What follows belongs to an exercise in optimizing a design on an open flow for small area; a production flow would make more cautious choices.
Function was checked by simulation only, so behaviour that the tests miss may differ from the original.
No driver is modelled on the clock port, so clock power and skew are understated where the tree is cut down; a real chip needs a root buffer or a tree.
Power and IR drop assume default switching activity.

Setup of alpha:
==> flow/design.v <==
module DE1_SoC (HEX0, HEX1, HEX2, HEX3, HEX4, HEX5, KEY, SW, GPIO_1, CLOCK_50);
    output logic [6:0]  HEX0, HEX1, HEX2, HEX3, HEX4, HEX5;
    input  logic [3:0]  KEY;
    input  logic [9:0]  SW;
    output logic [35:0] GPIO_1;
    input  logic CLOCK_50;
    logic clk, rst;
    assign clk = CLOCK_50;
    assign rst = SW[9];
    assign HEX3 = '1;
    assign HEX4 = '1;
    logic [3:0] row;
    always_ff @(posedge clk) row <= rst ? 4'd0 : row + 4'd1;
    logic kprev, push;
    always_ff @(posedge clk) kprev <= ~KEY[3];
    assign push = ~KEY[3] & ~kprev;
    localparam logic [2:0] M7_INV = 3'b010;
    localparam logic [3:0] M13_INV = 4'b1010;
    localparam logic [6:0] M109_INV = 7'b1010101;
    logic [2:0] m7, m7_q;
    logic [3:0] m13, m13_q;
    logic [6:0] m109, m109_q;
    logic fall, scroll, t7;
    assign m7 = m7_q ^ M7_INV;
    assign m13 = m13_q ^ M13_INV;
    assign m109 = m109_q ^ M109_INV;
    always_ff @(posedge clk) begin
        if (rst) begin
            m7_q <= M7_INV;
            m13_q <= M13_INV;
            m109_q <= M109_INV;
        end else begin
            m7_q <= {m7[1:0], ~(m7[1] ^ m7[2])} ^ M7_INV;
            m13_q <= {m13[2:0], ~(m13[2] ^ m13[3] ^ (m13[1] | m13[2]))} ^ M13_INV;
            m109_q <= {m109[5:0], ~(m109[0] ^ m109[1] ^ m109[6] ^ (m109[4] | m109[5]))} ^ M109_INV;
        end
    end
    assign t7 = (m7 == 3'b100);
    assign fall = t7 & (m109 == 7'b1000000);
    assign scroll = t7 & (m13 == 4'b1000) & (row[1:0] == 2'd3);
    logic [15:0] bird, bird_n, up, down;
    assign bird = ~bird_n;
    assign up = {bird[14:0], 1'b0};     
    assign down = {1'b0, bird[15:1]};   
    always_ff @(posedge clk) begin
        if (rst) bird_n <= ~16'h0400;
        else bird_n <= ~((bird & ~{16{push | fall}}) |
                         (~bird & (({16{push}} & down) | ({16{fall}} & up))));
    end
    localparam logic [9:0] LFSR_INV = 10'b1010101010;
    logic [9:0] lfsr, lfsr_q;
    assign lfsr = lfsr_q ^ LFSR_INV;
    always_ff @(posedge clk) lfsr_q <= (rst ? 10'd0 : {~(lfsr[3] ^ lfsr[0]), lfsr[9:1]}) ^ LFSR_INV;
    logic [2:0] diff, count;
    logic [3:0] a;
    logic pv;   
    always_comb begin
        case (SW[2:0])
            3'd0: diff = 3'd7;
            3'd1, 3'd2, 3'd4: diff = 3'd5;
            3'd3, 3'd5, 3'd6: diff = 3'd4;
            default: diff = 3'd3;
        endcase
    end
    function automatic logic [3:0] mod9(input logic [9:0] x);
        logic [4:0] u;
        u = {2'b0, x[2:0]} + {2'b0, ~x[5:3]} + {2'b0, x[8:6]} + {4'b0, ~x[9]} + 5'd1;
        if (u >= 5'd18) u = u - 5'd18;
        else if (u >= 5'd9) u = u - 5'd9;
        mod9 = u[3:0];
    endfunction
    always_ff @(posedge clk) begin
        if (rst) begin
            count <= diff;
            pv <= 1'b0;
        end else if (scroll) begin
            pv <= (count == 3'd0);
            count <= (count == 3'd0) ? diff : count - 3'd1;
            if (count == 3'd1) a <= mod9(lfsr);
        end
    end
    logic [1:0] gp [0:3];
    logic [1:0] gp_n [0:3];   
    logic [3:0] gc [0:3];
    logic [3:0] ne;
    genvar g;
    generate
        for (g = 0; g < 4; g++) begin : grp
            logic own, inc;
            assign gp[g] = ~gp_n[g];
            logic [3:0] icode;
            assign ne[g] = ~(gc[g][3] & gc[g][0]);
            assign own = ne[g] & (gp[g] != 2'd0);
            if (g < 3) begin : mid
                assign inc = ne[g+1] & (gp[g+1] == 2'd0);
                assign icode = gc[g+1];
            end else begin : top
                assign inc = pv;
                assign icode = a;
            end
            always_ff @(posedge clk) begin
                if (rst) begin
                    gc[g][3] <= 1'b1;
                    gc[g][0] <= 1'b1;
                end else if (scroll) begin
                    gp_n[g] <= ~(inc ? 2'd3 : gp[g] - 2'd1);
                    if (inc) gc[g] <= icode;
                    else if (!own) begin
                        gc[g][3] <= 1'b1;
                        gc[g][0] <= 1'b1;
                    end
                end
            end
        end
    endgenerate
    function automatic logic [15:0] pipe_pat(input logic [3:0] c);
        logic [15:0] p;
        p[0] = ~((~c[0] & ~c[1] & ~c[2] & ~c[3]) | (c[0] & c[3]));
        p[1] = ~((~c[1] & ~c[2] & ~c[3]) | (c[0] & c[3]));
        p[2] = (c[0] & c[1] & ~c[3]) | (~c[0] & c[3]) | (c[2] & ~c[3]);
        p[3] = (c[2] & ~c[3]) | (~c[0] & c[3]);
        p[4] = (~c[0] & c[3]) | (c[0] & c[2] & ~c[3]) | (c[1] & c[2] & ~c[3]);
        p[5] = (~c[0] & ~c[1] & ~c[2]) | (c[1] & c[2] & ~c[3]);
        p[6] = (~c[1] & ~c[2] & ~c[3]) | (c[0] & c[1] & c[2] & ~c[3]) | (~c[0] & c[3]);
        p[7] = (~c[1] & ~c[2] & ~c[3]) | (~c[0] & ~c[2]);
        p[8] = (~c[2] & ~c[3]);
        p[9] = (~c[2] & ~c[3]) | (~c[0] & ~c[1] & ~c[3]);
        p[10] = ~((c[1] & c[2]) | (c[3]));
        p[11] = ~((c[0] & c[1] & c[2]) | (c[3]));
        p[12] = (~c[3]);
        p[13] = ~((c[0] & c[3]));
        p[14] = ~((c[0] & c[3]));
        p[15] = ~((c[0] & c[3]));
        pipe_pat = p;
    endfunction
    logic on, stop_buf, incr_buf, incr_prev, incr;
    logic col2, dead;
    assign col2 = ne[0] & (gp[0] == 2'd2);
    assign dead = |(pipe_pat(gc[0] | {4{gp[0] != 2'd2}}) & bird) | (bird == 16'd0);
    assign incr = incr_buf & ~incr_prev;
    always_ff @(posedge clk) begin
        incr_prev <= incr_buf;
        if (rst) begin
            on <= 1'b1;
            stop_buf <= 1'b0;
            incr_buf <= 1'b0;
        end else begin
            on <= on & ~stop_buf;
            stop_buf <= on & dead;
            incr_buf <= on & ~dead & col2;
        end
    end
    function automatic logic [6:0] seg(input logic [3:0] c);
        seg[0] = ~((~c[3]) | (~c[1]) | (~c[0] & ~c[2]));
        seg[1] = (~c[0] & ~c[1] & c[2]) | (~c[0] & ~c[3]);
        seg[2] = (c[0] & ~c[1] & ~c[2]);
        seg[3] = (c[1] & c[3]);
        seg[4] = (c[1] & c[3]) | (~c[1] & c[2]);
        seg[5] = (c[1] & ~c[2]) | (c[0] & c[3]);
        seg[6] = ~((~c[1]) | (~c[0] & c[2]));
    endfunction
    function automatic logic [3:0] dnext(input logic [3:0] c);
        dnext[0] = ~((~c[0] & c[1]) | (c[2] & c[3]));
        dnext[1] = (~c[3]) | (~c[1] & c[2]);
        dnext[2] = (~c[1]) | (c[2] & c[3]);
        dnext[3] = (c[1]) | (c[0] & c[3]);
    endfunction
    function automatic logic dnine(input logic [3:0] c);
        dnine = (~c[1] & ~c[3]);
    endfunction
    localparam logic [3:0] DZERO = 4'd7;
    logic [3:0] d0, d1, d2;
    logic i1, i2;
    assign i1 = incr & dnine(d0);
    assign i2 = i1 & dnine(d1);
    always_ff @(posedge clk) begin
        if (rst) begin
            d0 <= DZERO; d1 <= DZERO; d2 <= DZERO;
        end else begin
            if (incr) d0 <= dnext(d0);
            if (i1) d1 <= dnext(d1);
            if (i2) d2 <= dnext(d2);
        end
    end
    assign HEX0 = seg(d0);
    assign HEX1 = seg(d1);
    assign HEX2 = seg(d2);
    always_comb begin
        case (SW[2:0])
            3'd0: HEX5 = 7'b1111001;
            3'd1, 3'd2, 3'd4: HEX5 = 7'b0100100;
            3'd3, 3'd5, 3'd6: HEX5 = 7'b0110000;
            default: HEX5 = 7'b0011001;
        endcase
    end
    logic [15:0] green, red, ends;
    logic [1:0] sg;
    assign sg = row[3:2];
    assign green = pipe_pat(gc[sg] | {4{~on | (gp[sg] != row[1:0])}});
    localparam logic [255:0] ENDS = {
        16'b0000000001010100, 16'b0010111001010100, 16'b0001101001111100, 16'b0011111001111000,
        16'b0000000000000100, 16'b0010101001111000, 16'b0010101000000100, 16'b0011111001111000,
        16'b0000000000000000, 16'b0001111001111000, 16'b0010000000010100, 16'b0001111001111000,
        16'b0000000000000000, 16'b0011111000110100, 16'b0010001001010100, 16'b0011111000111000};
    assign ends = ENDS[16 * row +: 16];
    assign red = on ? ((row == 4'd2) ? bird : 16'd0) : ends;
    assign GPIO_1[35:32] = row;
    genvar j;
    generate
        for (j = 0; j < 16; j++) begin : px
            assign GPIO_1[31 - j] = green[j];
            assign GPIO_1[15 - j] = red[j];
        end
    endgenerate
endmodule
export LEC_CHECK = 0
export CAP_MARGIN = 20
export CORE_MARGIN = 2
export CORE_UTILIZATION = 70
export SLEW_MARGIN = 20
create_clock -name core_clock -period 6.5 [get_ports {CLOCK_50}]
standard.sh (not shown) runs the stock make flow with config.mk's settings and CLKGATE_MAP_FILE= SYNTH_SCRIPT=/design/flow/synth_recipe.tcl, a recipe that flattens the netlist after the stock synthesis.
==> flow/flow/run.sh <==
#!/bin/bash
# The standard layout (standard.sh), with these changes:
#  - synthesis uses flow/synth.tcl: no adder extraction, and ABC maps with
#    flow/deep.abc (&deepsyn) for each seed in FLOW_ABC_SEEDS, keeping the
#    smallest netlist (registers are the standard synthesis's);
#  - each port is buffered with the smallest buffer cell;
#  - one tie cell drives all constant outputs;
#  - the clock tree is flow/cts.tcl: the clock port drives MY_NBUF buffers,
#    each driving one cluster of the registers.
set -euo pipefail
here=$(pwd)
export FLOW_ABC_SCRIPT=$here/flow/deep.abc
export FLOW_ABC_SEEDS="0 1 2 3"
export BUFFER_PORTS_ARGS="-buffer_cell sky130_fd_sc_hd__buf_1"
export SKIP_REPAIR_TIE_FANOUT=1
export MY_CLKBUF=sky130_fd_sc_hd__clkbuf_16
export MY_NBUF=3
sed "s#SYNTH_SCRIPT=[^ ]*#SYNTH_SCRIPT=$here/flow/synth.tcl#" standard.sh > own_standard.sh
bash own_standard.sh place > standard_place.log 2>&1
bash own_standard.sh run RUN_SCRIPT=$here/flow/cts.tcl > cts.log 2>&1
bash own_standard.sh > standard.log 2>&1
==> flow/flow/cts.tcl <==
# Clock tree of NBUF buffers of type MY_CLKBUF, each driving one cluster of the
# clock sinks (k-means on the sink locations, with clusters of equal size),
# all driven by the clock port.
source $::env(SCRIPTS_DIR)/load.tcl
erase_non_stage_variables cts
load_design 3_place.odb 3_place.sdc
set_dont_use $::env(DONT_USE_CELLS)
set block [ord::get_db_block]
set clk [$block findNet CLOCK_50]
$clk setSigType CLOCK
set k $::env(MY_NBUF)
set sinks {}
foreach it [$clk getITerms] {
  set bb [[$it getInst] getBBox]
  lappend sinks [list $it [expr {([$bb xMin] + [$bb xMax]) / 2.0}] [expr {([$bb yMin] + [$bb yMax]) / 2.0}]]
}
# k-means, seeded by sinks spread along the list sorted by x
set sorted [lsort -real -index 1 $sinks]
set n [llength $sorted]
set cent {}
for {set i 0} {$i < $k} {incr i} {
  set s [lindex $sorted [expr {int(($i + 0.5) * $n / $k)}]]
  lappend cent [list [lindex $s 1] [lindex $s 2]]
}
set cap [expr {($n + $k - 1) / $k}]
for {set iter 0} {$iter < 30} {incr iter} {
  # balanced assignment: closest (sink, cluster) pairs first, at most cap sinks per cluster
  set pairs {}
  set si 0
  foreach s $sinks {
    for {set i 0} {$i < $k} {incr i} {
      set c [lindex $cent $i]
      lappend pairs [list [expr {pow([lindex $s 1] - [lindex $c 0], 2) + pow([lindex $s 2] - [lindex $c 1], 2)}] $si $i]
    }
    incr si
  }
  set assign [lrepeat $n -1]
  set fill [lrepeat $k 0]
  foreach p [lsort -real -index 0 $pairs] {
    lassign $p d si i
    if {[lindex $assign $si] >= 0 || [lindex $fill $i] >= $cap} continue
    lset assign $si $i
    lset fill $i [expr {[lindex $fill $i] + 1}]
  }
  set newc {}
  for {set i 0} {$i < $k} {incr i} {
    set sx 0; set sy 0; set m 0
    foreach s $sinks a $assign { if {$a == $i} { set sx [expr {$sx + [lindex $s 1]}]; set sy [expr {$sy + [lindex $s 2]}]; incr m } }
    if {$m > 0} { lappend newc [list [expr {$sx / $m}] [expr {$sy / $m}]] } else { lappend newc [lindex $cent $i] }
  }
  set cent $newc
}
set master [[ord::get_db] findMaster $::env(MY_CLKBUF)]
for {set i 0} {$i < $k} {incr i} {
  set buf [odb::dbInst_create $block $master clkbuf_$i]
  set net [odb::dbNet_create $block clknet_$i]
  $net setSigType CLOCK
  set m 0
  foreach s $sinks a $assign { if {$a == $i} { set it [lindex $s 0]; $it disconnect; $it connect $net; incr m } }
  [$buf findITerm A] connect $clk
  [$buf findITerm X] connect $net
  set c [lindex $cent $i]
  $buf setLocation [expr {int([lindex $c 0])}] [expr {int([lindex $c 1])}]
  $buf setPlacementStatus PLACED
  puts "clock buffer $i drives $m sinks"
}
detailed_placement
set_propagated_clock [all_clocks]
estimate_parasitics -placement
report_clock_skew
orfs_write_db $::env(RESULTS_DIR)/4_1_cts.odb
orfs_write_sdc $::env(RESULTS_DIR)/4_cts.sdc
Other scripts of this flow, unchanged in this note and not shown: flow/flow/deep.abc, flow/flow/synth.tcl
Relative to alpha, the following input files were edited for beta:
--- a/flow/flow/run.sh
+++ b/flow/flow/run.sh
@@ -16,3 +16,3 @@
 export MY_CLKBUF=sky130_fd_sc_hd__clkbuf_16
-export MY_NBUF=3
+export MY_NBUF=4
 sed "s#SYNTH_SCRIPT=[^ ]*#SYNTH_SCRIPT=$here/flow/synth.tcl#" standard.sh > own_standard.sh
--- a/flow/flow/cts.tcl
+++ b/flow/flow/cts.tcl
@@ -1,4 +1,3 @@
 # Clock tree of NBUF buffers of type MY_CLKBUF, each driving one cluster of the
-# clock sinks (k-means on the sink locations, with clusters of equal size),
-# all driven by the clock port.
+# clock sinks (k-means on the sink locations), all driven by the clock port.
 source $::env(SCRIPTS_DIR)/load.tcl
@@ -24,21 +23,12 @@
 }
-set cap [expr {($n + $k - 1) / $k}]
-for {set iter 0} {$iter < 30} {incr iter} {
-  # balanced assignment: closest (sink, cluster) pairs first, at most cap sinks per cluster
-  set pairs {}
-  set si 0
+for {set iter 0} {$iter < 50} {incr iter} {
+  set assign {}
   foreach s $sinks {
+    set best 0; set bd 1e30
     for {set i 0} {$i < $k} {incr i} {
       set c [lindex $cent $i]
-      lappend pairs [list [expr {pow([lindex $s 1] - [lindex $c 0], 2) + pow([lindex $s 2] - [lindex $c 1], 2)}] $si $i]
+      set d [expr {pow([lindex $s 1] - [lindex $c 0], 2) + pow([lindex $s 2] - [lindex $c 1], 2)}]
+      if {$d < $bd} { set bd $d; set best $i }
     }
-    incr si
-  }
-  set assign [lrepeat $n -1]
-  set fill [lrepeat $k 0]
-  foreach p [lsort -real -index 0 $pairs] {
-    lassign $p d si i
-    if {[lindex $assign $si] >= 0 || [lindex $fill $i] >= $cap} continue
-    lset assign $si $i
-    lset fill $i [expr {[lindex $fill $i] + 1}]
+    lappend assign $best
   }
--- outcome ---
- Looking at final core utilization across alpha and beta, the one that comes out lower is alpha.
- The cell count was comparable across alpha and beta.
- Setup slack: beta less than alpha
- Per the comparison of beta with alpha, shortest period the worst path allows went up 0.065 ns; final instance area went up 0.55%; average wire length per cell after detail routing went up about 0.7%.
- ~same number of non-clock inverters in the layout in alpha and beta
- Comparing alpha and beta, the higher switching share of power was measured on alpha.
- Compared beta vs alpha, and reported leakage power is up in beta.
No run of this note takes its clock network from TritonCTS; it comes from the design's own scripts or RTL.

-- what the ideal ports hide --
Ports are ideal in the flow. The routed layouts listed here were re-timed in OpenROAD.
Step 1 sets driving cells, clkbuf_16 on the clock port and buf_2 on the other inputs (assumed; they add their load-dependent delay and slew).
Step 2 adds t to the input delays and takes it off the output delays; t is the mean of the earliest and latest rising clock arrival at the registers after step 1. Input paths then give back, and output paths get back, about the clock's delay inside the block.
Slacks: ideal ports / drivers / drivers and shift; pairs: ideal ports / drivers.
run	shift t [ns]	slack for setup (ns)	pins driven straight from the clock port
alpha	0.233	1.217 / 1.154 / 1.387	3
beta	0.222	1.152 / 1.080 / 1.302	4
After both steps setup and hold are still met in every run listed.
